Background: an optimization exercise with open tools, aiming at small area, a short achievable clock period and few clock cycles. Do not read the settings as production practice. RTL that was checked went through simulation tests only; none was proved equivalent to the original. For run 1, only the layout was checked, not whether the RTL still works. Power figures rest on the tool's default switching activity, not on a simulated workload.

==> design/flow/design.v <==
module RF(
   input         clk,
   input         rst,
   input         we,         
   input  [4:0]  A1, A2, A3,
   input  [31:0] WD,
   input         BP1, BP2,     
   input  [31:0] BV,
   output [31:0] RD1, RD2
);
   wire [31:0] q [0:31];
   reg  [31:1] vld;
   assign q[0] = 32'd0;
   genvar g;
   generate
      for (g = 1; g < 32; g = g + 1) begin : r
         reg [31:0] d;
         always @(posedge clk)
            if (we && A3 == g)
               d <= WD;
         always @(posedge clk, posedge rst)
            if (rst)
               vld[g] <= 1'b0;
            else if (we && A3 == g)
               vld[g] <= 1'b1;
         assign q[g] = d;
      end
   endgenerate
   wire [31:0] s1 = BP1 ? 32'd1 : ((32'd1 << A1) & {vld, 1'b0});
   wire [31:0] s2 = BP2 ? 32'd1 : ((32'd1 << A2) & {vld, 1'b0});
   genvar j;
   generate
      for (j = 0; j < 32; j = j + 1) begin : rdb
         wire [31:0] col;
         assign col[0] = BV[j];
         for (g = 1; g < 32; g = g + 1) begin : c
            assign col[g] = q[g][j];
         end
         RF_bit U1 (.s(s1), .d(col), .o(RD1[j]));
         RF_bit U2 (.s(s2), .d(col), .o(RD2[j]));
      end
   endgenerate
endmodule
module RF_bit(input [31:0] s, input [31:0] d, output o);
   assign o = |(s & d);
endmodule
module sccpu( clk, rst, instr, readdata, PC, MemWrite, aluout, writedata);
   input         clk;
   input         rst;
   input  [31:0] instr;
   input  [31:0] readdata;
   output [31:0] PC;
   output        MemWrite;
   output [31:0] aluout;
   output [31:0] writedata;
   reg  [31:0] pc_r;
   reg         btb_v;
   reg  [9:0]  btb_tag;       
   reg  [13:0] btb_tl;        
   reg         stall;         
   reg         d_v;           
   reg  [31:0] d_ir;
   reg  [31:0] d_pc4;
   reg         d_btb;         
   reg         e_we, e_ld, e_st, e_br, e_jr;
   reg         e_bne, e_pred;
   reg  [4:0]  e_dst;
   reg  [31:0] e_a, e_b, e_sd;
   reg         e_eq;          
   reg  [4:0]  e_shamt;
   reg         e_shv;         
   reg         e_fa, e_fb, e_fsd;    
   reg         r_as, r_inv, r_and, r_or, r_nor, r_slt, r_sltu,
               r_sll, r_sh, r_sra, r_pb, r_pa;
   reg         m_we, m_ld, m_st;
   reg  [4:0]  m_dst;
   reg  [31:0] m_res, m_wd;
   reg  [31:0] m_addr;        
   assign PC = pc_r;
   wire [31:0] pc4  = pc_r + 32'd4;
   wire        f_j  = (instr[31:27] == 5'b00001);           
   wire [31:0] f_jt = {pc4[31:28], instr[25:0], 2'b00};
   wire        f_hit = btb_v & (pc4[11:2] == btb_tag);
   wire [31:0] f_bt  = {pc_r[31:14], btb_tl};
   wire [5:0] fop = instr[31:26];
   wire [5:0] ffn = instr[5:0];
   wire f_rtype = (fop == 6'h00);
   wire f_shimm = f_rtype & (ffn == 6'h00 | ffn == 6'h02 | ffn == 6'h03);
   wire f_rdrt  = f_rtype & (ffn == 6'h20 | ffn == 6'h21 | ffn == 6'h22 | ffn == 6'h23 |
                             ffn == 6'h24 | ffn == 6'h25 | ffn == 6'h27 | ffn == 6'h2a |
                             ffn == 6'h2b | ffn == 6'h00 | ffn == 6'h02 | ffn == 6'h03 |
                             ffn == 6'h04 | ffn == 6'h06);
   wire f_br    = (fop == 6'h04) | (fop == 6'h05);
   wire f_uses_rs = (f_rtype & ~f_shimm) | fop == 6'h08 | fop == 6'h0c | fop == 6'h0d |
                    fop == 6'h0a | fop == 6'h23 | fop == 6'h2b | f_br;
   wire f_uses_rt = f_rdrt | fop == 6'h2b | f_br;
   wire [5:0]  op  = d_ir[31:26];
   wire [5:0]  fn  = d_ir[5:0];
   wire [4:0]  rs  = d_ir[25:21];
   wire [4:0]  rt  = d_ir[20:16];
   wire [4:0]  rd  = d_ir[15:11];
   wire [15:0] imm = d_ir[15:0];
   wire rtype  = (op == 6'h00);
   wire f_add  = rtype & (fn == 6'h20 | fn == 6'h21);
   wire f_sub  = rtype & (fn == 6'h22 | fn == 6'h23);
   wire f_and  = rtype & (fn == 6'h24);
   wire f_or   = rtype & (fn == 6'h25);
   wire f_nor  = rtype & (fn == 6'h27);
   wire f_slt  = rtype & (fn == 6'h2a);
   wire f_sltu = rtype & (fn == 6'h2b);
   wire f_sll  = rtype & (fn == 6'h00);
   wire f_srl  = rtype & (fn == 6'h02);
   wire f_sra  = rtype & (fn == 6'h03);
   wire f_sllv = rtype & (fn == 6'h04);
   wire f_srlv = rtype & (fn == 6'h06);
   wire f_jr   = rtype & (fn == 6'h08);
   wire f_jalr = rtype & (fn == 6'h09);
   wire f_pa   = rtype & ~(f_add | f_sub | f_and | f_or | f_nor | f_slt | f_sltu |
                           f_sll | f_srl | f_sra | f_sllv | f_srlv | f_jalr);
   wire i_addi = (op == 6'h08);
   wire i_andi = (op == 6'h0c);
   wire i_ori  = (op == 6'h0d);
   wire i_slti = (op == 6'h0a);
   wire i_lui  = (op == 6'h0f);
   wire i_lw   = (op == 6'h23);
   wire i_sw   = (op == 6'h2b);
   wire i_beq  = (op == 6'h04);
   wire i_bne  = (op == 6'h05);
   wire i_jal  = (op == 6'h03);
   wire use_imm  = i_addi | i_andi | i_ori | i_slti | i_lui | i_lw | i_sw;
   wire use_link = i_jal | f_jalr;
   wire sext     = i_addi | i_slti | i_lw | i_sw;
   wire wr_rt    = i_addi | i_andi | i_ori | i_slti | i_lui | i_lw;
   wire wr_31    = i_jal | f_jalr;
   wire regwr    = rtype | wr_rt | i_jal;
   wire [4:0] dst = wr_31 ? 5'd31 : (wr_rt ? rt : rd);
   wire [31:0] rf1, rf2;
   wire [31:0] wval = m_ld ? readdata : m_res;
   wire        m_rs  = m_we && m_dst == rs;
   wire        m_rt  = m_we && m_dst == rt;
   RF U_RF (.clk(clk), .rst(rst), .we(m_we), .A1(rs), .A2(rt), .A3(m_dst),
            .WD(wval), .BP1(m_rs & ~m_ld), .BP2(m_rt & ~m_ld), .BV(m_res),
            .RD1(rf1), .RD2(rf2));
   wire [31:0] rsv_r = rf1;
   wire [31:0] rtv_r = rf2;
   wire [31:0] rsv   = (m_rs & m_ld) ? readdata : rsv_r;
   wire [31:0] rtv   = (m_rt & m_ld) ? readdata : rtv_r;
   wire [31:0] immx = i_lui ? {imm, 16'd0} :
                      sext  ? {{16{imm[15]}}, imm} : {16'd0, imm};
   wire        d_isbr = i_beq | i_bne;
   wire [31:0] d_bt   = d_pc4 + {{14{imm[15]}}, imm, 2'b00};
   wire        d_bb   = d_isbr & imm[15];         
   wire [31:0] d_nx   = d_bb ? d_bt : d_pc4;      
   wire [31:0] d_alt  = imm[15] ? d_pc4 : d_bt;
   wire        use_rt = ~(use_imm | use_link | d_isbr);
   wire [31:0] bsel   = d_isbr ? d_alt : (use_link ? d_pc4 : immx);
   wire [31:0] bval   = (use_rt & m_rt & m_ld) ? readdata : (use_rt ? rtv_r : bsel);
   wire        d_eq;
   EQ32 U_DEQ (.a(rsv_r), .b(rtv_r), .y(d_eq));
   wire [31:0] a  = e_fa  ? m_res : e_a;
   wire [31:0] b  = e_fb  ? m_res : e_b;
   wire [31:0] sd = e_fsd ? m_res : e_sd;
   wire [32:0] s33;
   ADD33 U_ADD (.a(a), .b(b ^ {32{r_inv}}), .ci(r_inv), .s(s33));
   wire        ltu = ~s33[32];
   wire        lts = (a[31] ^ b[31]) ? a[31] : s33[31];
   wire [4:0]  sh  = e_shv ? a[4:0] : e_shamt;
   wire [31:0] brev, srev, shr;
   wire [31:0] shin = r_sll ? brev : b;
   wire [63:0] shx  = {{32{r_sra & b[31]}}, shin} >> sh;
   assign shr = shx[31:0];
   genvar k;
   generate
      for (k = 0; k < 32; k = k + 1) begin : rv
         assign brev[k] = b[31-k];
         assign srev[k] = shr[31-k];
      end
   endgenerate
   wire [31:0] shres = r_sll ? srev : shr;
   wire [31:0] res_o = {31'd0, (r_slt & lts) | (r_sltu & ltu)}
                   | ({32{r_and}} & (a & b))
                   | ({32{r_or}}  & (a | b))
                   | ({32{r_nor}} & ~(a | b))
                   | ({32{r_sh}}  & shres)
                   | ({32{r_pb}}  & b)
                   | ({32{r_pa}}  & a);
   wire [31:0] res;
   MUX32 U_RMUX (.s(r_as), .a(s33[31:0]), .b(res_o), .y(res));
   wire        eq = e_fa  ? (e_fsd ? 1'b1 : (m_res == e_sd)) :
                    e_fsd ? (e_a == m_res) : e_eq;
   wire        taken    = eq ^ e_bne;
   wire        mispred  = e_br & (taken ^ e_pred);
   wire        e_redir  = mispred | e_jr;
   wire [31:0] e_target = e_jr ? a : e_b;
   assign aluout    = m_addr;
   assign writedata = m_wd;
   assign MemWrite  = m_st;
   wire [31:0] ck_b = {{14{imm[15]}}, imm, 2'b00};
   wire [31:0] ck_k = d_pc4 ^ ck_b ^ pc_r;
   wire [31:0] ck_z = {(d_pc4[30:0] & ck_b[30:0]) | ((d_pc4[30:0] ^ ck_b[30:0]) & ~pc_r[30:0]), 1'b0};
   wire        d_btbok = d_bb & (ck_k == ck_z);
   wire        d_redir = d_v & ~stall & ~e_redir & (d_btb ? ~d_btbok : d_bb);
   wire [31:0] pc_nj = e_redir ? e_target :
                       stall   ? pc_r :
                       d_redir ? d_nx :
                       f_hit   ? f_bt : pc4;
   wire        take_j = f_j & ~(e_redir | stall | d_redir);
   wire [31:0] pc_next;
   MUX32 U_PMUX (.s(take_j), .a(f_jt), .b(pc_nj), .y(pc_next));
   always @(posedge clk, posedge rst)
      if (rst)
         pc_r <= 32'd0;
      else
         pc_r <= pc_next;
   always @(posedge clk, posedge rst)
      if (rst)
         d_v <= 1'b0;
      else if (!stall)
         d_v <= ~(e_redir | d_redir);
   always @(posedge clk)
      if (!stall) begin
         d_ir  <= instr;
         d_pc4 <= pc4;
         d_btb <= f_hit & ~f_j;
      end
   wire go = d_v & ~stall & ~e_redir;      
   wire next_br_ld = stall ? (d_isbr & (rs == e_dst | rt == e_dst)) :
                     (~e_redir & ~d_redir & f_br &
                      (instr[25:21] == e_dst | instr[20:16] == e_dst));
   always @(posedge clk, posedge rst)
      if (rst)
         stall <= 1'b0;
      else
         stall <= (go & i_lw & (rt != 5'd0) &
                   ((f_uses_rs & instr[25:21] == rt) | (f_uses_rt & instr[20:16] == rt))) |
                  (e_ld & next_br_ld);
   always @(posedge clk, posedge rst)
      if (rst) begin
         e_we <= 1'b0; e_ld <= 1'b0; e_st <= 1'b0; e_br <= 1'b0; e_jr <= 1'b0;
      end else begin
         e_we <= go & regwr & (dst != 5'd0);
         e_ld <= go & i_lw & (rt != 5'd0);
         e_st <= go & i_sw;
         e_br <= go & d_isbr;
         e_jr <= go & (f_jr | f_jalr);
      end
   always @(posedge clk) begin
      e_dst   <= dst;
      e_bne   <= i_bne;
      e_pred  <= imm[15];
      e_a     <= rsv;
      e_b     <= bval;
      e_sd    <= rtv;
      e_eq    <= d_eq;
      e_shamt <= d_ir[10:6];
      e_shv   <= f_sllv | f_srlv;
      e_fa    <= e_we & (e_dst == rs);
      e_fb    <= e_we & (e_dst == rt) & use_rt;
      e_fsd   <= e_we & (e_dst == rt);
      r_as    <= f_add | i_addi | i_lw | i_sw | f_sub;
      r_inv   <= f_sub | f_slt | i_slti | f_sltu;
      r_and   <= f_and | i_andi;
      r_or    <= f_or | i_ori;
      r_nor   <= f_nor;
      r_slt   <= f_slt | i_slti;
      r_sltu  <= f_sltu;
      r_sll   <= f_sll | f_sllv;
      r_sh    <= f_sll | f_sllv | f_srl | f_srlv | f_sra;
      r_sra   <= f_sra;
      r_pb    <= i_lui | use_link;
      r_pa    <= f_pa;
   end
   always @(posedge clk, posedge rst)
      if (rst) begin
         m_we <= 1'b0; m_ld <= 1'b0; m_st <= 1'b0;
      end else begin
         m_we <= e_we;
         m_ld <= e_ld;
         m_st <= e_st;
      end
   always @(posedge clk) begin
      m_dst <= e_dst;
      m_res <= res;
      m_addr <= s33[31:0];
      m_wd  <= sd;
   end
   wire btb_we = d_v & ~stall & d_bb;
   always @(posedge clk, posedge rst)
      if (rst)
         btb_v <= 1'b0;
      else if (btb_we)
         btb_v <= 1'b1;
   always @(posedge clk)
      if (btb_we) begin
         btb_tag <= d_pc4[11:2];
         btb_tl  <= d_bt[13:0];
      end
endmodule
module MUX32(input s, input [31:0] a, input [31:0] b, output [31:0] y);
   assign y = s ? a : b;
endmodule
module ADD33(input [31:0] a, input [31:0] b, input ci, output [32:0] s);
   assign s = {1'b0, a} + {1'b0, b} + {32'd0, ci};
endmodule
module EQ32(input [31:0] a, input [31:0] b, output y);
   assign y = (a == b);
endmodule
==> design/flow/flow/run.sh <==
#!/bin/bash
# Own layout flow: the standard flow (standard.sh), with the standard
# synthesis run first and on its own. For the layout steps it changes only
# how timing is repaired:
#  - timing repair aims for a setup slack of MARGIN ns at the design's clock
#    period, so the layout is optimised for a shorter period than 15 ns;
#  - every port still gets a buffer, but a plain buffer rather than the delay
#    cell buffer_ports picks by default;
#  - gate sizing may use any cell of the same function, not only cells of the
#    same footprint.
set -euo pipefail
MARGIN=10.7
bash standard.sh synth > synth.log 2>&1
bash standard.sh SETUP_SLACK_MARGIN=$MARGIN MATCH_CELL_FOOTPRINT=0 \
   "BUFFER_PORTS_ARGS=-buffer_cell sky130_fd_sc_hd__buf_4" finish > layout.log 2>&1
==> design/flow/standard.sh <==
#!/bin/bash
# synth_recipe.tcl (not shown) runs the flow's synth.tcl, then flattens the netlist and writes it again
# the make line also repeats each setting of config.mk as NAME=value (left out here)
make -C /OpenROAD-flow-scripts/flow DESIGN_CONFIG=/design/flow/config.mk WORK_HOME=/design/flow/orfs CLKGATE_MAP_FILE= SYNTH_SCRIPT=/design/flow/synth_recipe.tcl "${@:-finish}"
==> design/flow/config.mk <==
export PLATFORM = sky130hd
export DESIGN_NAME = sccpu
export DESIGN_NICKNAME = sccpu
export VERILOG_FILES = /design/flow/design.v
export SDC_FILE = /design/flow/constraint.sdc
export NUM_CORES = 8
export LEC_CHECK = 0
export CAP_MARGIN = 20
export CORE_MARGIN = 2
export CORE_UTILIZATION = 55
export CTS_CLUSTER_DIAMETER = 80
export CTS_CLUSTER_SIZE = 24
export SLEW_MARGIN = 20
export SYNTH_HIERARCHICAL = 1
export TNS_END_PERCENT = 0
==> design/flow/constraint.sdc <==
create_clock -name core_clock -period 15.0 [get_ports {clk}]
set_input_delay 3.0000 -clock core_clock [delete_from_list [all_inputs] [get_ports {clk}]]
set_output_delay 3.0000 -clock core_clock [all_outputs]
set_load 0.01 [all_outputs]
==> flow_summary_export.csv, run 1 <==
group,metric,value,unit
run_status,status,"timing/DRC/antenna clean",
placement,dpl_worst_slack,9.12,ns
detailed_routing,drt_iter0_markers,9291,
critical_path,reg2reg_slack,10.37,ns
cts,cts_buffer_depth,3,
timing,relSlewSlack,21.5,%
timing,period_needed,4.63,ns
detailed_routing,num_vias,54200,
synth,ys.flop_type,"edfxtp_1",
detailed_routing,post_drt_wl_per_cell,37.8,um
placement,dp_hpwl,184000,um
cts,path_clk_slew,0.10,ns
grt,grt_max_degree,50,
synth,ys_async_sr_fraction,5.36,%
grt,grt_pass1_vias,49776,
placement,dp_cells,7081,
timing,hold_slack,0.356,ns
grt,grt_pass1_wl,381000,um
cts,worstSkewPairLatency,0.73,ns
floorplanning,die_y,356,um
detailed_routing,drt-total-wl,274000,um
timing,worst_slew_pin_slew,1.17,ns
timing,tns,0,ns
critical_path,rr_worst_depth,15,
critical_path,critPathRequiredTime,15.64,ns
synth,seq_area_frac_synth,57.1,%
power,peakVddDrop,0.146,mV
critical_path,critPathLaunchType,"register",
cts,tritoncts,"done",
final_layout,finish.instance_area,75200,um^2
timing,rsz0062_at_grt,"yes",
cts,h-tree-depth,3,
grt,antenna_found_initial,30,
timing,setup_slack,10.37,ns
critical_path,cp-end-kind,"register",
power,leakagePower,26.1,nW
timing,fmax,0.216,GHz
final_layout,nets,5731,
floorplanning,start_util,55.6,%
timing,setup_viol,0,
grt,grt-ovfl-total,0,
cts,clockRootBuffer,"clkbuf_16",
floorplanning,die-width,356,um
synth,synth-seq-cells,1381,
critical_path,worstSetupPathType,"register to register",
detailed_routing,via_per_inst,7.48,
synth,netlist_area,68000,um^2
final_layout,fin_util,61.5,%
power,power_density,128,nW/um^2
grt,track_usage,42.4,%
floorplanning,dieArea,126000,um^2
run,timing.max_cap.violations,0,
critical_path,crit_end,"e_eq",
synth,avgSynthCellArea,12.7,um^2
timing,period_share,30.9,%
final_layout,syn_to_final_growth,10.6,%
critical_path,r2r-end,"e_eq",
timing,hold_violations,0,
detailed_routing,drcViolationCount,0,
final_layout,drive_above_1_share,17.1,%
floorplanning,rows,128,
cts,cts_hold_buf,0,
critical_path,startpoint,"d_ir[16]",
hold_path,min_path_type,"register to register",
critical_path,crit_fanout,32,
synth,synth_warnings,8,
power,power,9.66,mW
synth,synth-edff-count,1081,
final_layout,fin_cells,7249,
placement,portBuffers,162,
cts,cts_buffers,75,
timing,fin_skew,0.0579,ns
placement,placed_area,71700,um^2
floorplanning,core-area,122000,um^2
critical_path,worstPathArrival,5.28,ns
synth,ys_types,116,
critical_path,reg2reg_from,"d_ir[16]",
cts,cts.sink_count,1381,
timing,drv_slew,0,
detailed_routing,ant_nets,0,
placement,routabilityCongestion,1.02,
synth,synth_cells,5332,
detailed_routing,drtPass1Iterations,7,
floorplanning,ioPinCount,163,
-- per-module statistics from Yosys (local to each module, per instance) --
| module | cell area, um^2 | times used |
|---|---|---|
| EQ32 | 347 | 1 |
| sccpu | 22900 | 1 |
| ADD33 | 1850 | 1 |
| RF_bit | 158 | 64 |
| MUX32 | 544 | 2 |
| RF | 31700 | 1 |
-- kinds of logic after synthesis --
kind of cell / share of synthesized area [%]
muxes: 6.86
buffers and inverters: 1.91
adders and majority gates: 2.15
and+or+nand+nor: 9.41
DFF: 57.1
xor gates and xnor gates: 3.98
other: 0.00552
AOI/OAI and AO/OA: 18.5
-- worst min path at each step --
| stage | slack (ns) | start | depth (start not counted) | endpoint |
|---|---|---|---|---|
| floorplan | 0.33 | e_dst[0] | 0 | m_dst[0] |
| global placement | 0.34 | e_st | 0 | m_st |
| detailed placement | 0.34 | e_st | 0 | m_st |
| CTS | 0.36 | e_st | 0 | m_st |
| global route | 0.37 | e_st | 0 | m_st |
| finish | 0.36 | e_st | 0 | m_st |
-- layout make-up --
class | instances | area [um^2]
Antenna cell | 9 | 22.5
Clock buffer | 98 | 2040
Clock inverter | 26 | 355
Fill cell | 9494 | 47000
Inverter | 92 | 345
Multi-Input combinational cell | 3668 | 28500
Sequential cell | 1381 | 38900
Tap cell | 1625 | 2030
Timing Repair Buffer | 350 | 3000
-- metal layers --
metal | GRT usage (%) | routed length [um] | share of wire (%) | vias to the layer above
li1 | - | - | - | 22205
met1 | 56.3 | 99300 | 36 | 26717
met2 | 64.5 | 122000 | 44 | 4384
met3 | 10.5 | 35100 | 13 | 878
met4 | 22.2 | 18000 | 6.6 | 16
met5 | 0 | 98 | 0.036 | -
-- flip-flops by register name (all words and copies together) (netlist names), 5 cells and up --
| register | cells |
|---|---|
| e_b | 32 |
| btb_tl | 14 |
| e_sd | 32 |
| U_RF.r.d | 992 |
| m_dst | 5 |
| m_res | 32 |
| e_dst | 5 |
| d_ir | 32 |
| e_a | 32 |
| m_addr | 32 |
| e_shamt | 5 |
| pc_r | 32 |
| btb_tag | 10 |
| U_RF.vld | 31 |
| d_pc4 | 32 |
| m_wd | 32 |
-- cells in the final DEF, fill, tap and decap left out, drive strengths merged, types with 32 or more instances in the layout --
cell | synthesis | routed
xnor2 | 144 | 144
or4 | 71 | 71
nor3 | 84 | 84
dfxtp | 226 | 226
fa | 32 | 32
nand3 | 52 | 52
nand2 | 204 | 204
nor2 | 244 | 244
buf | 61 | 339
nand4 | 287 | 287
mux2 | 237 | 237
mux2i | 103 | 103
clkbuf | 132 | 109
and3 | 78 | 79
edfxtp | 1081 | 1081
a211oi | 34 | 34
o21ai | 105 | 105
xor2 | 155 | 155
o21bai | 42 | 42
a22oi | 1034 | 1034
mux4 | 32 | 32
nor4 | 49 | 49
dfrtp | 74 | 74
a21oi | 218 | 218
o211ai | 38 | 38
inv | 91 | 106
a21o | 35 | 35
ha | 65 | 65
-- Yosys cell counts, drive strengths merged, types with 13 or more instances --
| master | number | area [um^2] |
|---|---|---|
| a211o | 13 | 114 |
| a211oi | 34 | 255 |
| a21o | 35 | 264 |
| a21oi | 218 | 1090 |
| a22oi | 1034 | 8080 |
| a31oi | 17 | 106 |
| and2 | 19 | 119 |
| and3 | 78 | 488 |
| buf | 61 | 455 |
| clkbuf | 132 | 497 |
| dfrtp | 74 | 1850 |
| dfxtp | 226 | 4520 |
| edfxtp | 1081 | 32500 |
| fa | 32 | 641 |
| ha | 65 | 813 |
| inv | 91 | 342 |
| mux2 | 237 | 2890 |
| mux2i | 103 | 1050 |
| mux4 | 32 | 721 |
| nand2 | 204 | 776 |
| nand2b | 15 | 93.8 |
| nand3 | 52 | 260 |
| nand4 | 287 | 1800 |
| nor2 | 244 | 921 |
| nor2b | 20 | 125 |
| nor3 | 84 | 448 |
| nor4 | 49 | 319 |
| o211ai | 38 | 290 |
| o21ai | 105 | 529 |
| o21bai | 42 | 330 |
| o221ai | 18 | 158 |
| o31ai | 15 | 126 |
| o32ai | 23 | 201 |
| o41ai | 16 | 155 |
| or2 | 13 | 81.3 |
| or3 | 14 | 92.6 |
| or4 | 71 | 533 |
| xnor2 | 144 | 1260 |
| xor2 | 155 | 1360 |
-- report_power, final --
group | switching, mW | internal [mW]
combinational | 1.49 | 0.910
clock | 1.33 | 1.04
sequential | 0.371 | 4.53
total | 3.19 | 6.47
-- what timing repair did --
item | CTS | global route
gates cloned | 12 | 0
setup buffers | 21 | 2
gates resized for setup | 128 | 19
pin swaps | 28 | 3
setup endpoints to repair | 185 | 103
-- worst max-delay path, cell delays in order (launching register included) --
cell and delay, ns:
edfxtp_1 0.49, xor2_1 0.21, nor4_2 0.30, and3_1 0.21
nor2b_4 0.18, buf_12 0.13, and4bb_2 0.28, and3_1 0.18
buf_6 0.20, a22oi_1 0.27, nand4_1 0.37, or4_1 0.83
xor2_1 0.27, nor4_1 0.31, nand4_1 0.13, nor2_1 0.13
==> run 2: changes to the inputs <==
--- a/design/flow/design.v
+++ b/design/flow/design.v
@@ -76,5 +76,4 @@
    reg  [4:0]  m_dst;
    reg  [31:0] m_res, m_wd;
-   reg  [31:0] m_addr;        
    assign PC = pc_r;
    wire [31:0] pc4  = pc_r + 32'd4;
@@ -156,11 +155,8 @@
    wire [31:0] bsel   = d_isbr ? d_alt : (use_link ? d_pc4 : immx);
    wire [31:0] bval   = (use_rt & m_rt & m_ld) ? readdata : (use_rt ? rtv_r : bsel);
-   wire        d_eq;
-   EQ32 U_DEQ (.a(rsv_r), .b(rtv_r), .y(d_eq));
    wire [31:0] a  = e_fa  ? m_res : e_a;
    wire [31:0] b  = e_fb  ? m_res : e_b;
    wire [31:0] sd = e_fsd ? m_res : e_sd;
-   wire [32:0] s33;
-   ADD33 U_ADD (.a(a), .b(b ^ {32{r_inv}}), .ci(r_inv), .s(s33));
+   wire [32:0] s33 = {1'b0, a} + {1'b0, b ^ {32{r_inv}}} + {32'd0, r_inv};
    wire        ltu = ~s33[32];
    wire        lts = (a[31] ^ b[31]) ? a[31] : s33[31];
@@ -178,5 +174,6 @@
    endgenerate
    wire [31:0] shres = r_sll ? srev : shr;
-   wire [31:0] res_o = {31'd0, (r_slt & lts) | (r_sltu & ltu)}
+   wire [31:0] res = ({32{r_as}}  & s33[31:0])
+                   | {31'd0, (r_slt & lts) | (r_sltu & ltu)}
                    | ({32{r_and}} & (a & b))
                    | ({32{r_or}}  & (a | b))
@@ -185,6 +182,4 @@
                    | ({32{r_pb}}  & b)
                    | ({32{r_pa}}  & a);
-   wire [31:0] res;
-   MUX32 U_RMUX (.s(r_as), .a(s33[31:0]), .b(res_o), .y(res));
    wire        eq = e_fa  ? (e_fsd ? 1'b1 : (m_res == e_sd)) :
                     e_fsd ? (e_a == m_res) : e_eq;
@@ -193,5 +188,5 @@
    wire        e_redir  = mispred | e_jr;
    wire [31:0] e_target = e_jr ? a : e_b;
-   assign aluout    = m_addr;
+   assign aluout    = m_res;
    assign writedata = m_wd;
    assign MemWrite  = m_st;
@@ -206,11 +201,9 @@
                        f_hit   ? f_bt : pc4;
    wire        take_j = f_j & ~(e_redir | stall | d_redir);
-   wire [31:0] pc_next;
-   MUX32 U_PMUX (.s(take_j), .a(f_jt), .b(pc_nj), .y(pc_next));
    always @(posedge clk, posedge rst)
       if (rst)
          pc_r <= 32'd0;
       else
-         pc_r <= pc_next;
+         pc_r <= take_j ? f_jt : pc_nj;
    always @(posedge clk, posedge rst)
       if (rst)
@@ -252,5 +245,5 @@
       e_b     <= bval;
       e_sd    <= rtv;
-      e_eq    <= d_eq;
+      e_eq    <= (rsv_r == rtv_r);
       e_shamt <= d_ir[10:6];
       e_shv   <= f_sllv | f_srlv;
@@ -282,26 +275,15 @@
       m_dst <= e_dst;
       m_res <= res;
-      m_addr <= s33[31:0];
       m_wd  <= sd;
    end
-   wire btb_we = d_v & ~stall & d_bb;
    always @(posedge clk, posedge rst)
       if (rst)
          btb_v <= 1'b0;
-      else if (btb_we)
+      else if (go & d_bb)
          btb_v <= 1'b1;
    always @(posedge clk)
-      if (btb_we) begin
+      if (go & d_bb) begin
          btb_tag <= d_pc4[11:2];
          btb_tl  <= d_bt[13:0];
       end
 endmodule
-module MUX32(input s, input [31:0] a, input [31:0] b, output [31:0] y);
-   assign y = s ? a : b;
-endmodule
-module ADD33(input [31:0] a, input [31:0] b, input ci, output [32:0] s);
-   assign s = {1'b0, a} + {1'b0, b} + {32'd0, ci};
-endmodule
-module EQ32(input [31:0] a, input [31:0] b, output y);
-   assign y = (a == b);
-endmodule
--- a/design/flow/config.mk
+++ b/design/flow/config.mk
@@ -8,5 +8,5 @@
 export CAP_MARGIN = 20
 export CORE_MARGIN = 2
-export CORE_UTILIZATION = 55
+export CORE_UTILIZATION = 62
 export CTS_CLUSTER_DIAMETER = 80
 export CTS_CLUSTER_SIZE = 24
==> run 2 against run 1 <==
  * Still clean on timing, DRC and antenna
  * Via count up 3.7%
  * Fmax up 0.19%
  * Non-clock buffer count unchanged
  * Count of clock-buffer cells in the layout down 5
  * Clock power down 8.4%
  * Critical path depth unchanged
  * Synthesized cell count up 0.17%
  * Total power down 3.3%
  * Final cell count down 3.0%
  * Utilization up 7.8 points
  * Highest routed layer unchanged
==> flow_summary_export.csv, run 2 <==
group,metric,value,unit
cts,cts_buffer_depth,3,
final_layout,largest_reg_flops,992,
floorplanning,start_util,62.7,%
critical_path,worstSetupPathType,"register to register",
grt,grt_pass1_wl,377000,um
timing,setup_viol,0,
detailed_routing,ant_nets,0,
floorplanning,dieArea,111000,um^2
critical_path,reg2reg_slack,10.38,ns
final_layout,nFillCells,7751,
placement,dpl_worst_slack,9.26,ns
floorplanning,die_y,333,um
synth,synth_warnings,8,
final_layout,finish.instance_area,74300,um^2
timing,setup_slack,10.38,ns
critical_path,cp_slowest_cell,"or4_4",
hold_path,worstHoldStart,"e_st",
hold_path,min_delay_worst_endpoint,"m_st",
detailed_routing,num_vias,56194,
synth,ys_async_sr_fraction,5.49,%
placement,portBuffers,162,
power,p_int,6.19,mW
detailed_routing,drt_iter0_markers,10607,
timing,tns,0,ns
power,peakVddDrop,0.131,mV
critical_path,cp-end-kind,"register",
critical_path,crit_fanout,32,
timing,relSlewSlack,16.9,%
final_layout,final_cell_mix,"1081 x edfxtp_1, 948 x a22oi_1, 296 x buf_4",
grt,grtUsageMet1,62.4,%
critical_path,critPathLaunchType,"register",
run,timing.max_cap.violations,0,
power,leakagePower,25.7,nW
critical_path,critPathRequiredTime,15.62,ns
synth,synth-seq-cells,1349,
power,power_density,126,nW/um^2
final_layout,nets,5729,
power,pwr-share-clk,23.3,%
synth,yosysMostFrequentCell,"edfxtp_1",
power,switching_share,33.7,%
synth,synth-edff-count,1081,
cts,cts_hold_buf,0,
floorplanning,die-width,333,um
critical_path,rr_worst_depth,15,
critical_path,reg2reg_from,"d_ir[17]",
timing,period_share,30.8,%
final_layout,drive_above_1_share,17.1,%
timing,hold_slack,0.366,ns
detailed_routing,via_per_inst,7.99,
grt,track_usage,47.2,%
cts,tritoncts,"done",
cts,worstSkewPairLatency,0.70,ns
synth,synth.top_cell.area_share,48.3,%
power,comb_power_share,25.0,%
synth,ys.flop_type,"edfxtp_1",
critical_path,worstPathArrival,5.25,ns
final_layout,syn_to_final_growth,10.5,%
grt,antenna_found_initial,29,
timing,worst_slew_pin_slew,1.24,ns
timing,fmax,0.216,GHz
final_layout,final_common_cell,"edfxtp_1",
cts,clockRootBuffer,"clkbuf_16",
critical_path,cpPeakStageDelay,0.65,ns
detailed_routing,drcViolationCount,0,
hold_path,min_path_type,"register to register",
cts,h-tree-depth,3,
detailed_routing,post_drt_wl_per_cell,38.9,um
run_status,status,"timing/DRC/antenna clean",
power,p_switching,3.15,mW
timing,rsz0062_at_grt,"yes",
synth,synth_cells,5341,
synth,synth_commonest_cells,"1081 x edfxtp_1, 965 x a22oi_1, 290 x nand4_1",
timing,fin_skew,0.0378,ns
grt,grt_pass1_vias,51149,
synth,netlist_area,67200,um^2
floorplanning,ioPinCount,163,
hold_path,holdPathStages,0,
final_layout,largest_register,"U_RF.r.d",
synth,synth_area_leader_cell,"edfxtp_1",
detailed_routing,drtPass1Iterations,8,
synth,synth_area_leaders,"edfxtp_1 48%, a22oi_1 11%, dfxtp_1 5.8%",
synth,seq_area_frac_synth,56.9,%
placement,placed_area,70700,um^2
grt,grt-ovfl-total,0,
grt,grt_max_degree,52,
cts,cts_buffers,70,
critical_path,cp_cell_sequence,"xor2_2, nor4_2, nand3_1, nor2_4, buf_12, and4bb_2, and3_1, buf_8, a22oi_1, nand4_1, or4_4, xor2_1, nor4_4, nand4_1, nor2_1",
grt,grt_util_met2,68.9,%
cts,path_clk_slew,0.10,ns
placement,dp_hpwl,178000,um
grt,grt.met3_usage,15.5,%
timing,hold_violations,0,
floorplanning,core-area,107000,um^2
placement,routabilityCongestion,1.07,
critical_path,r2r-end,"e_eq",
grt,busiest_layer,"met2",
timing,period_needed,4.62,ns
cts,cts.sink_count,1349,
power,power_frac_seq,51.7,%
critical_path,critPathMostFrequentCell,"nand4_1",
detailed_routing,drt-total-wl,273000,um
synth,ys_types,106,
floorplanning,rows,120,
synth,avgSynthCellArea,12.6,um^2
timing,drv_slew,0,
-- run 2: cell types whose count changed after synthesis, moves of 13 or more --
cell	delta
a21oi_1	-18
a221oi_1	+14
dfxtp_1	-32
inv_1	-14
mux2_2	+27
mux2_4	-56
mux2i_1	-27
nor3_1	-23
nor3b_1	+13
o21ai_0	+25
o22ai_1	+19
o31ai_1	+18
xnor2_1	-30
-- run 2: power groups by stage --
stage	clock network [mW]	registers [mW]	logic [mW]
after global placement	0	4.86	2.15
after floorplan	0	4.68	1.40
after CTS	2.15	4.79	2.22
final	2.17	4.83	2.34
after global routing	2.27	4.83	2.44
after detailed placement	0	4.87	2.18
-- run 2: repair_timing --
item                       in CTS  in global routing
pin swaps                      12                 52
setup endpoints to repair     190                128
resized for setup             101                157
buffers inserted               10                 19
cloned                          1                 11
-- run 2: critical path, delay by kind of cell, from the launching register on --
kind / cells / cell delay, ns
xor+xnor: 2 / 0.39
flops: 1 / 0.49
buf+inv: 2 / 0.35
compound gates: 1 / 0.27
simple gates: 10 / 3.00
-- run 2: final cells by class --
type                    count  area [um^2]  share of cell area (%)
diodes                     25         62.6                  0.0842
clock inverters            14          183                   0.246
multi-input cells        3718        28600                    38.5
inverters                  78          293                   0.394
repair buffers            350         3180                    4.28
well taps                1403         1760                    2.36
flip-flops and latches   1349        38300                    51.6
clock buffers              93         1900                    2.56
-- run 2: worst max path at each step --
stage / startpoint / depth (start not counted) / end / slack (ns)
final: d_ir[17] / 15 / e_eq / 10.38
after global routing: d_ir[17] / 15 / e_eq / 10.45
after CTS: instr[28] / 8 / pc_r[19] / 10.53
after detailed placement: instr[28] / 8 / pc_r[25] / 9.26
after global placement: instr[28] / 8 / pc_r[9] / 9.33
after floorplan: instr[28] / 9 / pc_r[11] / 10.43
-- run 2: cells by family after synthesis --
group / synth area share (%)
AOI/OAI and AO/OA: 20.2
xor gates and xnor gates: 3.72
adders and majority gates: 2.13
buffers and inverters: 1.74
DFF: 56.9
muxes: 5.67
and+or+nand+nor: 9.66
-- run 2: layer usage --
metal  vias to the layer above  wire length, um
met2                      5496           116000
met4                        10            20800
met1                     27195            91900
met5                         -               64
li1                      22447                -
met3                      1046            44700
-- run 2: per-module statistics from Yosys, one instance, submodules excluded --
module | cells | area, um^2 | flops+latches | times used
sccpu | 2797 | 25400 | 326 | 1
RF | 1200 | 31700 | 1023 | 1
RF_bit | 21 | 158 | 0 | 64
-- run 2: stage by stage --
step | total power, mW | cells | utilization [%]
finish | 9.34 | 7030 | 69.3
global route | 9.54 | 7006 | 69.2
CTS | 9.16 | 6973 | 68.3
detailed placement | 7.05 | 6855 | 65.9
global placement | 7.02 | 6855 | 65.9
floorplan | 6.08 | 5341 | -
Testbench counts of run 2, summed over its fixed seeds: cycles 75,828.
==> run 3: changes to the inputs <==
--- a/design/flow/flow/run.sh
+++ b/design/flow/flow/run.sh
@@ -10,5 +10,5 @@
 #    same footprint.
 set -euo pipefail
-MARGIN=10.7
+MARGIN=11.0
 bash standard.sh synth > synth.log 2>&1
 bash standard.sh SETUP_SLACK_MARGIN=$MARGIN MATCH_CELL_FOOTPRINT=0 \
--- a/design/flow/config.mk
+++ b/design/flow/config.mk
@@ -8,5 +8,5 @@
 export CAP_MARGIN = 20
 export CORE_MARGIN = 2
-export CORE_UTILIZATION = 62
+export CORE_UTILIZATION = 55
 export CTS_CLUSTER_DIAMETER = 80
 export CTS_CLUSTER_SIZE = 24
==> run 3 against run 2 <==
  * Via count shrank 1.0%
  * Still clean on timing, DRC and antenna
  * Worst hold slack improved by 0.039 ns
  * Largest power group unchanged
  * Critical path depth fell by 3
  * Flip-flop and latch count is the same
  * Register-to-register slack improved by 0.04 ns
  * Critical endpoint is now pc_r[7]
  * Count of clock-buffer cells in the layout up 8
  * Design area increased by 1.7%
  * Non-clock buffer count grew 59
  * Utilization fell by 7.1 points
  * First-iteration DRC count shrank 3.3%
==> flow_summary_export.csv, run 3 <==
group,metric,value,unit
floorplanning,die_y,354,um
timing,period_share,30.6,%
floorplanning,rows,128,
detailed_routing,drtPass1Iterations,6,
critical_path,critPathRequiredTime,15.56,ns
detailed_routing,drt_iter0_markers,10255,
detailed_routing,drt-total-wl,283000,um
timing,setup_viol,0,
final_layout,syn_to_final_growth,12.5,%
placement,dp_hpwl,186000,um
synth,synth_commonest_cells,"1081 x edfxtp_1, 965 x a22oi_1, 290 x nand4_1",
synth,ys_types,106,
detailed_routing,drcViolationCount,0,
placement,portBuffers,162,
cts,worstSkewPairLatency,0.72,ns
synth,avgSynthCellArea,12.6,um^2
final_layout,fin_cells,7315,
floorplanning,ioPinCount,163,
timing,fmax,0.218,GHz
cts,cts_buffer_depth,3,
power,leakagePower,26.1,nW
synth,synth-edff-count,1081,
critical_path,cp-end-kind,"register",
cts,clockRootBuffer,"clkbuf_16",
synth,synth_cells,5341,
power,power_density,128,nW/um^2
timing,relSlewSlack,9.74,%
timing,hold_slack,0.404,ns
cts,path_clk_slew,0.09,ns
synth,synth_area_leader_cell,"edfxtp_1",
final_layout,fin_util,62.2,%
timing,rsz0062_at_grt,"yes",
critical_path,worstSetupPathType,"register to register",
grt,grt_max_degree,52,
final_layout,largest_register,"U_RF.r.d",
timing,setup_slack,10.41,ns
cts,cts.sink_count,1349,
floorplanning,start_util,55.3,%
hold_path,min_path_type,"register to register",
timing,hold_violations,0,
placement,routabilityCongestion,1.05,
floorplanning,die-width,354,um
power,power,9.68,mW
grt,grt-ovfl-total,0,
cts,tritoncts,"done",
placement,dp_cells,7089,
placement,dpl_worst_slack,9.38,ns
power,peakVddDrop,0.126,mV
final_layout,largest_reg_flops,992,
grt,grt_pass1_vias,50585,
grt,track_usage,43.5,%
detailed_routing,post_drt_wl_per_cell,38.7,um
run,timing.max_cap.violations,0,
final_layout,nets,5794,
detailed_routing,num_vias,55633,
final_layout,nFillCells,9463,
timing,tns,0,ns
final_layout,drive_above_1_share,19.1,%
timing,drv_slew,0,
cts,cts_buffers,75,
final_layout,final_common_cell,"edfxtp_1",
critical_path,crit_fanout,28,
synth,synth-seq-cells,1349,
critical_path,worstPathArrival,5.14,ns
synth,netlist_area,67200,um^2
final_layout,final_cell_mix,"1081 x edfxtp_1, 931 x a22oi_1, 351 x buf_4",
grt,antenna_found_initial,22,
final_layout,finish.instance_area,75600,um^2
timing,period_needed,4.59,ns
placement,placed_area,71100,um^2
synth,synth_warnings,8,
run_status,status,"timing/DRC/antenna clean",
floorplanning,core-area,122000,um^2
floorplanning,dieArea,125000,um^2
synth,yosysMostFrequentCell,"edfxtp_1",
cts,h-tree-depth,3,
detailed_routing,via_per_inst,7.61,
synth,synth.top_cell.area_share,48.3,%
grt,grt_pass1_wl,389000,um
detailed_routing,ant_nets,0,
critical_path,critPathLaunchType,"register",
synth,seq_area_frac_synth,56.9,%
synth,ys_async_sr_fraction,5.49,%
synth,synth_area_leaders,"edfxtp_1 48%, a22oi_1 11%, dfxtp_1 5.8%",
timing,fin_skew,0.0428,ns
cts,cts_hold_buf,0,
synth,ys.flop_type,"edfxtp_1",
timing,worst_slew_pin_slew,1.34,ns
## run 3: routing by layer
metal  track usage [%]  vias up  part of all wire [%]
met4              21.9       22                   6.8
met3              12.8      796                    15
met1              58.8    27475                    36
met5                 0        -                 0.052
li1                  -    22571                     -
met2              64.2     4769                    43
## run 3: worst paths after layout
check                           startpoint            to  slack, ns  cells past startpoint
worst min register to register        e_st          m_st       0.40                      0
worst min-delay path                  e_st          m_st       0.40                      0
min in group asynchronous              rst  U_RF.vld[19]       2.41                      3
worst max register to register   m_res[18]       pc_r[7]      10.41                     12
worst max-delay path             m_res[18]       pc_r[7]      10.41                     12
max in group asynchronous              rst       pc_r[4]      11.93                      3
## run 3: repair_timing
action                                  CTS  global route
endpoints found under the setup margin  241           226
resized for setup                       170           148
setup buffers                            65            11
gates cloned                              5            10
pin swaps                                16            68
## run 3: worst max-delay path: stages, from the launching register on
cell,delay (ns)
dfxtp_1,0.32
buf_6,0.13
buf_12,0.12
xor2_1,0.17
nor4_1,1.12
nand3_1,0.23
nor3_1,0.28
o211ai_1,0.15
nand3_1,0.12
buf_4,0.33
nand3_1,0.71
o311ai_0,0.56
o22ai_1,0.18
## run 3: final cells by class
| type | count | area, um^2 | area share [%] |
|---|---|---|---|
| tap | 1625 | 2030 | 2.69 |
| multi-input combinational | 3719 | 28900 | 38.2 |
| inverter | 78 | 293 | 0.387 |
| antenna | 8 | 20.0 | 0.0265 |
| sequential | 1349 | 38300 | 50.8 |
| timing repair buffer | 409 | 3640 | 4.82 |
| clock buffer | 101 | 2040 | 2.70 |
| clock inverter | 26 | 318 | 0.421 |
## run 3: power by group
group | switching (mW) | internal, mW
registers | 0.309 | 4.43
clock network | 1.33 | 1.00
logic | 1.69 | 0.928
## run 3: cell families (layout without fill, tap and decap cells)
family / count (synthesis) / in the layout / share of synthesized area [%]
DFF: 1349 / 1349 / 56.9
and+or+nand+nor: 1193 / 1193 / 9.66
other: 0 / 8 / 0
muxes: 313 / 313 / 5.67
xor gates and xnor gates: 282 / 282 / 3.72
buffers and inverters: 274 / 614 / 1.74
adders and majority gates: 96 / 96 / 2.13
AOI/OAI and AO/OA: 1834 / 1835 / 20.2
## run 3: Yosys stat by module (local to each module, per instance)
module  times used  flops+latches
RF               1           1023
sccpu            1            326
RF_bit          64              0
==> run 4: changes to the inputs <==
--- a/design/flow/flow/run.sh
+++ b/design/flow/flow/run.sh
@@ -10,5 +10,5 @@
 #    same footprint.
 set -euo pipefail
-MARGIN=11.0
+MARGIN=10.7
 bash standard.sh synth > synth.log 2>&1
 bash standard.sh SETUP_SLACK_MARGIN=$MARGIN MATCH_CELL_FOOTPRINT=0 \
==> run 4 against run 3 <==
  * Still clean on timing, DRC and antenna
  * Synthesized cell count unchanged
  * Flip-flop and latch count unchanged
  * Via count down 2.6%
  * Combinational power fell by 8.4%
  * Sequential share of layout area is 0.92 points higher
  * Routed wire length fell by 5.1%
  * Critical path type unchanged
  * Largest cell class unchanged
  * Largest power group unchanged
==> flow_summary_export.csv, run 4 <==
group,metric,value,unit
run_status,status,"timing/DRC/antenna clean",
synth,ys_types,106,
detailed_routing,drcViolationCount,0,
detailed_routing,drtPass1Iterations,9,
critical_path,critPathLaunchType,"register",
placement,routabilityCongestion,1.04,
detailed_routing,via_per_inst,7.50,
detailed_routing,ant_nets,0,
floorplanning,die_y,354,um
synth,avgSynthCellArea,12.6,um^2
cts,path_clk_slew,0.10,ns
synth,synth.top_cell.area_share,48.3,%
power,power_density,128,nW/um^2
critical_path,cp-end-kind,"register",
final_layout,final_cell_mix,"1081 x edfxtp_1, 957 x a22oi_1, 316 x buf_4",
critical_path,cp_slowest_cell,"nor4_1",
synth,yosysMostFrequentCell,"edfxtp_1",
synth,synth-edff-count,1081,
critical_path,critPathRequiredTime,15.58,ns
timing,hold_slack,0.359,ns
critical_path,worstSetupPathType,"register to register",
detailed_routing,num_vias,54204,
hold_path,min_path_type,"register to register",
final_layout,syn_to_final_growth,10.3,%
floorplanning,ioPinCount,163,
synth,synth_cells,5341,
run,timing.max_cap.violations,0,
floorplanning,rows,128,
detailed_routing,drt-total-wl,269000,um
grt,grt_pass1_vias,50145,
synth,synth_area_leaders,"edfxtp_1 48%, a22oi_1 11%, dfxtp_1 5.8%",
placement,portBuffers,162,
critical_path,worstPathArrival,5.06,ns
cts,h-tree-depth,3,
critical_path,cp_top_family,"simple AND/OR/NAND/NOR gates",
timing,fmax,0.223,GHz
timing,period_share,29.8,%
cts,cts.sink_count,1349,
cts,tritoncts,"done",
grt,track_usage,41.8,%
floorplanning,core-area,122000,um^2
critical_path,path_buf_inv,1,
timing,drv_slew,0,
critical_path,cp_cell_sequence,"xor2_1, nor4_1, nand4_1, o211a_1, or2_1, o31ai_4, buf_4, or2_2, o21ai_0, o32ai_1",
synth,synth_commonest_cells,"1081 x edfxtp_1, 965 x a22oi_1, 290 x nand4_1",
timing,tns,0,ns
final_layout,largest_register,"U_RF.r.d",
synth,synth_warnings,8,
grt,grt_pass1_wl,376000,um
synth,synth_area_leader_cell,"edfxtp_1",
final_layout,final_common_cell,"edfxtp_1",
synth,synth-seq-cells,1349,
final_layout,fin_cells,7230,
timing,rsz0062_at_grt,"yes",
placement,dp_hpwl,184000,um
critical_path,crit_fanout,22,
timing,period_needed,4.48,ns
timing,hold_violations,0,
synth,seq_area_frac_synth,56.9,%
floorplanning,start_util,55.3,%
cts,clockRootBuffer,"clkbuf_16",
final_layout,largest_reg_flops,992,
final_layout,drive_above_1_share,16.7,%
synth,netlist_area,67200,um^2
placement,dp_cells,7084,
power,leakagePower,25.6,nW
power,power,9.51,mW
grt,antenna_found_initial,31,
floorplanning,dieArea,125000,um^2
cts,worstSkewPairLatency,0.69,ns
grt,grt_max_degree,52,
cts,cts_buffer_depth,3,
floorplanning,die-width,354,um
synth,ys_async_sr_fraction,5.49,%
cts,cts_buffers,74,
timing,relSlewSlack,24.7,%
critical_path,cpPeakStageDelay,0.96,ns
detailed_routing,post_drt_wl_per_cell,37.1,um
grt,grt-ovfl-total,0,
timing,fin_skew,0.0420,ns
final_layout,nets,5725,
detailed_routing,drt_iter0_markers,8984,
timing,worst_slew_pin_slew,1.12,ns
synth,ys.flop_type,"edfxtp_1",
timing,setup_viol,0,
power,peakVddDrop,0.116,mV
## run 4: cell types whose count changed in the layout (fill, tap and decap cells not counted), moves of 7 or more
cell	previous run	this run
buf_4	351	316
a22oi_1	931	957
a22oi_2	98	72
dfrtp_1	51	68
dfrtp_2	23	6
or4_1	35	50
or4_4	30	15
buf_12	17	3
clkbuf_1	23	9
clkbuf_16	92	78
dfxtp_4	30	17
dfxtp_2	9	19
xor2_1	157	166
and3_4	8	1
## run 4: area by class of cell
cell class	count	area [um^2]
diodes	5	12.5
clock buffers	87	1970
clock inverters	26	308
fillers	9776	47400
inverters	78	293
multi-input cells	3719	28500
flip-flops and latches	1349	38300
well taps	1625	2030
repair buffers	341	2710
## run 4: what timing repair did
action / 4_1_cts / 5_1_grt
resized for setup: 68 / 77
cloned: 1 / 1
buffers inserted: 12 / 11
hold endpoints to repair: 0 / 0
setup endpoints to repair: 159 / 142
pin swaps: 6 / 21
hold buffers: 0 / 0
## run 4: routing by layer
metal  part of all wire, %  up-vias  GRT usage (%)
li1                      -    22432              -
met1                    36    26875           56.1
met2                    44     4187           63.6
met3                    13      688           10.2
met4                   6.3       22           21.1
met5                 0.059        -              0
## run 4: worst register-to-register path, delay by kind of cell (launching register included)
kind | cells | cell delay (ns)
DFF | 1 | 0.50
buffers and inverters | 1 | 0.38
and+or+nand+nor | 4 | 2.12
xor gates and xnor gates | 1 | 0.12
AOI/OAI and AO/OA | 4 | 1.29
## run 4: per-module statistics from Yosys, one instance, submodules excluded
module,flip-flops and latches,area [um^2],cells inside
sccpu,326,25400,2797
RF_bit,0,158,21
RF,1023,31700,1200
## run 4: logic make-up after synthesis
kind of cell | after synthesis | synth area share, %
adder cells (fa/ha/maj) | 96 | 2.13
AO/OA/AOI/OAI | 1834 | 20.2
buffers and inverters | 274 | 1.74
multiplexers | 313 | 5.67
XOR/XNOR | 282 | 3.72
AND/OR/NAND/NOR | 1193 | 9.66
flip-flops | 1349 | 56.9
## run 4: final timing paths
| check | start | to | slack [ns] | cells after the start |
|---|---|---|---|---|
| setup / recovery | m_res[18] | pc_r[17] | 10.52 | 10 |
| hold / removal | e_st | m_st | 0.36 | 0 |
| setup reg to reg | m_res[18] | pc_r[17] | 10.52 | 10 |
| hold reg to reg | e_st | m_st | 0.36 | 0 |
| max in group asynchronous | rst | pc_r[15] | 12.07 | 3 |
| min in group asynchronous | rst | e_jr | 2.35 | 2 |
## run 4: power by group
| group | switching, mW | internal (mW) | leakage, nW |
|---|---|---|---|
| Combinational | 1.55 | 0.851 | 12.0 |
| Sequential | 0.397 | 4.42 | 12.5 |
| Clock | 1.30 | 0.993 | 1.11 |
| Total | 3.25 | 6.26 | 25.6 |
## run 4: stage by stage
step	utilization (%)	setup WS, ns	cell area [um^2]
global route	61.0	10.49	74100
CTS	60.6	10.52	73600
detailed placement	58.5	9.35	71100
floorplan	-	10.43	67200
global placement	58.4	9.33	71000
finish	61.0	10.52	74100
==> run 5: changes to the inputs <==
--- a/design/flow/config.mk
+++ b/design/flow/config.mk
@@ -13,3 +13,2 @@
 export SLEW_MARGIN = 20
 export SYNTH_HIERARCHICAL = 1
-export TNS_END_PERCENT = 0
==> run 5 against run 4 <==
  * Still clean on timing, DRC and antenna
  * Final cell count increased by 1.1%
  * Fmax increased by 2.4%
  * Utilization increased by 1.1 points
  * Worst hold slack got worse by 0.0052 ns
  * Die area unchanged
  * Synthesized cell count unchanged
  * Total power increased by 1.2%
  * Non-clock buffer count increased by 65
  * Design area increased by 1.8%
  * Clock skew increased by 0.0042 ns
  * Highest routed layer unchanged
==> flow_summary_export.csv, run 5 <==
group,metric,value,unit
run_status,status,"timing/DRC/antenna clean",
cts,path_clk_slew,0.10,ns
synth,synth.top_cell.area_share,48.3,%
grt,track_usage,42.8,%
power,peakVddDrop,0.127,mV
timing,tns,0,ns
critical_path,critPathLaunchType,"register",
detailed_routing,num_vias,55200,
final_layout,multiInputGateArea,28800,um^2
detailed_routing,ant_nets,0,
synth,synth_area_leader_cell,"edfxtp_1",
synth,synth_area_leaders,"edfxtp_1 48%, a22oi_1 11%, dfxtp_1 5.8%",
final_layout,finish.instance_area,75400,um^2
grt,grt_pass1_wl,385000,um
final_layout,drive_above_1_share,18.8,%
cts,cts_buffers,74,
final_layout,final_cell_mix,"1081 x edfxtp_1, 946 x a22oi_1, 331 x buf_4",
final_layout,nFillCells,9408,
detailed_routing,drcViolationCount,0,
floorplanning,die-width,354,um
synth,seq_area_frac_synth,56.9,%
timing,drv_slew,0,
placement,dpl_worst_slack,9.57,ns
floorplanning,die_y,354,um
detailed_routing,post_drt_wl_per_cell,38.0,um
synth,synth_warnings,8,
detailed_routing,drt_iter0_markers,9690,
floorplanning,rows,128,
timing,fmax,0.229,GHz
placement,routabilityCongestion,1.06,
critical_path,worstPathArrival,4.96,ns
final_layout,largest_register,"U_RF.r.d",
final_layout,final_common_cell,"edfxtp_1",
synth,yosysMostFrequentCell,"edfxtp_1",
timing,hold_violations,0,
grt,grt_pass1_vias,50950,
floorplanning,ioPinCount,163,
critical_path,critPathRequiredTime,15.59,ns
synth,ys.flop_type,"edfxtp_1",
grt,grt_max_degree,52,
synth,avgSynthCellArea,12.6,um^2
timing,hold_slack,0.354,ns
timing,worst_slew_pin_slew,1.15,ns
critical_path,crit_fanout,17,
final_layout,fin_util,62.0,%
timing,relSlewSlack,23.2,%
floorplanning,core-area,122000,um^2
placement,portBuffers,162,
final_layout,largest_reg_flops,992,
synth,synth-seq-cells,1349,
timing,rsz0062_at_grt,"yes",
synth,ys_types,106,
cts,cts.sink_count,1349,
synth,synth-edff-count,1081,
critical_path,worstSetupPathType,"register to register",
detailed_routing,drtPass1Iterations,8,
run,timing.max_cap.violations,0,
synth,netlist_area,67200,um^2
cts,clockRootBuffer,"clkbuf_16",
final_layout,seq_area,38300,um^2
grt,grt-ovfl-total,0,
cts,worstSkewPairLatency,0.71,ns
cts,tritoncts,"done",
timing,setup_slack,10.63,ns
final_layout,syn_to_final_growth,12.3,%
power,leakagePower,26.1,nW
floorplanning,start_util,55.3,%
final_layout,nets,5791,
grt,antenna_found_initial,27,
cts,cts_hold_buf,0,
hold_path,min_path_type,"register to register",
detailed_routing,via_per_inst,7.55,
synth,synth_commonest_cells,"1081 x edfxtp_1, 965 x a22oi_1, 290 x nand4_1",
synth,synth_cells,5341,
critical_path,cp-end-kind,"register",
synth,ys_async_sr_fraction,5.49,%
floorplanning,dieArea,125000,um^2
placement,placed_area,71100,um^2
timing,period_needed,4.37,ns
cts,cts_buffer_depth,3,
power,power_density,128,nW/um^2
timing,period_share,29.1,%
detailed_routing,drt-total-wl,277000,um
timing,fin_skew,0.0462,ns
timing,setup_viol,0,
cts,h-tree-depth,3,
placement,dp_hpwl,186000,um
[run 5: per-module statistics from Yosys, one instance, submodules excluded]
module,flops+latches,times used
sccpu,326,1
RF_bit,0,64
RF,1023,1
[run 5: kinds of logic (layout without fill, tap and decap cells)]
logic type	Yosys count	in the layout	synth area share [%]
other	0	16	0
muxes	313	313	5.67
DFF	1349	1349	56.9
xor gates and xnor gates	282	282	3.72
and+or+nand+nor	1193	1194	9.66
AOI/OAI and AO/OA	1834	1835	20.2
buffers and inverters	274	600	1.74
adders and majority gates	96	96	2.13
[run 5: layout make-up]
| class | instances | area share, % |
|---|---|---|
| Antenna cell | 16 | 0.0531 |
| Clock buffer | 89 | 2.61 |
| Sequential cell | 1349 | 50.8 |
| Tap cell | 1625 | 2.70 |
| Multi-Input combinational cell | 3720 | 38.2 |
| Clock inverter | 27 | 0.450 |
| Timing Repair Buffer | 406 | 4.79 |
| Inverter | 78 | 0.388 |
[run 5: power breakdown]
group	switching [mW]	internal [mW]
logic	1.66	0.937
registers	0.296	4.43
clock network	1.31	0.993
total	3.27	6.36
[run 5: final timing paths]
kind,from,end,slack [ns],cells after the start
max,m_res[21],pc_r[30],10.63,11
min,e_st,m_st,0.35,0
max reg2reg,m_res[21],pc_r[30],10.63,11
min reg2reg,e_st,m_st,0.35,0
max in group asynchronous,rst,pc_r[2],11.93,3
min in group asynchronous,rst,U_RF.vld[6],2.43,3
[run 5: worst max-delay path: stages, from the launching register on]
cell and delay, ns:
dfxtp_4 0.37, buf_4 0.20, xor2_1 0.18, nor4_1 0.90, nand4_1 0.25, o211a_1 0.30
or2_1 0.29, o31ai_4 0.45, buf_4 0.44, nor2_2 0.22, a221o_1 0.36, o32a_1 0.29
[run 5: routing by layer]
| layer | up-vias | routed length [um] | GRT usage, % |
|---|---|---|---|
| met1 | 27347 | 101000 | 58.3 |
| met4 | 16 | 19200 | 21.3 |
| met5 | - | 109 | 0 |
| li1 | 22573 | - | - |
| met3 | 836 | 36300 | 9.85 |
| met2 | 4428 | 121000 | 64.8 |
[run 5: metrics by stage]
| step | total power, mW | instances |
|---|---|---|
| final | 9.62 | 7310 |
| after detailed placement | 7.10 | 7084 |
| after CTS | 9.48 | 7278 |
| after floorplan | 6.08 | 5341 |
| after global routing | 9.88 | 7294 |
| after global placement | 7.08 | 7084 |
[run 5: timing repair]
action	4_1_cts	5_1_grt
setup buffers	75	9
endpoints found under the setup margin	144	44
resized for setup	169	150
pin swaps	14	51
endpoints found under the hold margin	0	0
gates cloned	3	7

[separate check: timing with driven ports]
The flow's constraints put no driver on any port. The routed layouts listed below were extracted and timed again, unchanged, in two steps. Step 1 (the two cells are an assumption about what drives the block):
set clk [get_ports {clk}]
set_driving_cell -lib_cell sky130_fd_sc_hd__clkbuf_16 $clk
set_driving_cell -lib_cell sky130_fd_sc_hd__buf_2 [delete_from_list [all_inputs] $clk]
Step 2 moves the port delays by t, midway between the first and last clock arrival at a register: inputs arrive t later, outputs are due t later. That takes back most of the time a late clock gives input paths. a / b / c = ideal / step 1 / step 2; a / b = the first two.
| run | t, ns | setup slack, ns | worst hold slack (ns) | worst register clock-pin slew, ns | worst slew at a driven data input, ns |
|---|---|---|---|---|---|
| run 1 | 0.778 | 10.369 / 10.369 / 9.926 | 0.356 / 0.356 / 0.356 | 0.10 / 0.10 | 0.24 |
| run 2 | 0.757 | 10.378 / 10.378 / 9.841 | 0.366 / 0.366 / 0.366 | 0.11 / 0.11 | 0.17 |
| run 3 | 0.772 | 10.414 / 10.414 / 9.929 | 0.404 / 0.404 / 0.404 | 0.11 / 0.11 | 0.20 |
| run 4 | 0.746 | 10.524 / 10.501 / 9.994 | 0.359 / 0.359 / 0.359 | 0.10 / 0.10 | 0.18 |
| run 5 | 0.770 | 10.630 / 10.629 / 10.033 | 0.354 / 0.354 / 0.354 | 0.11 / 0.11 | 0.20 |
After both steps every run listed still meets setup and hold. The setup slack of run 5, which loses most, moves by -0.001 ns with the drivers and by -0.597 ns with both steps.
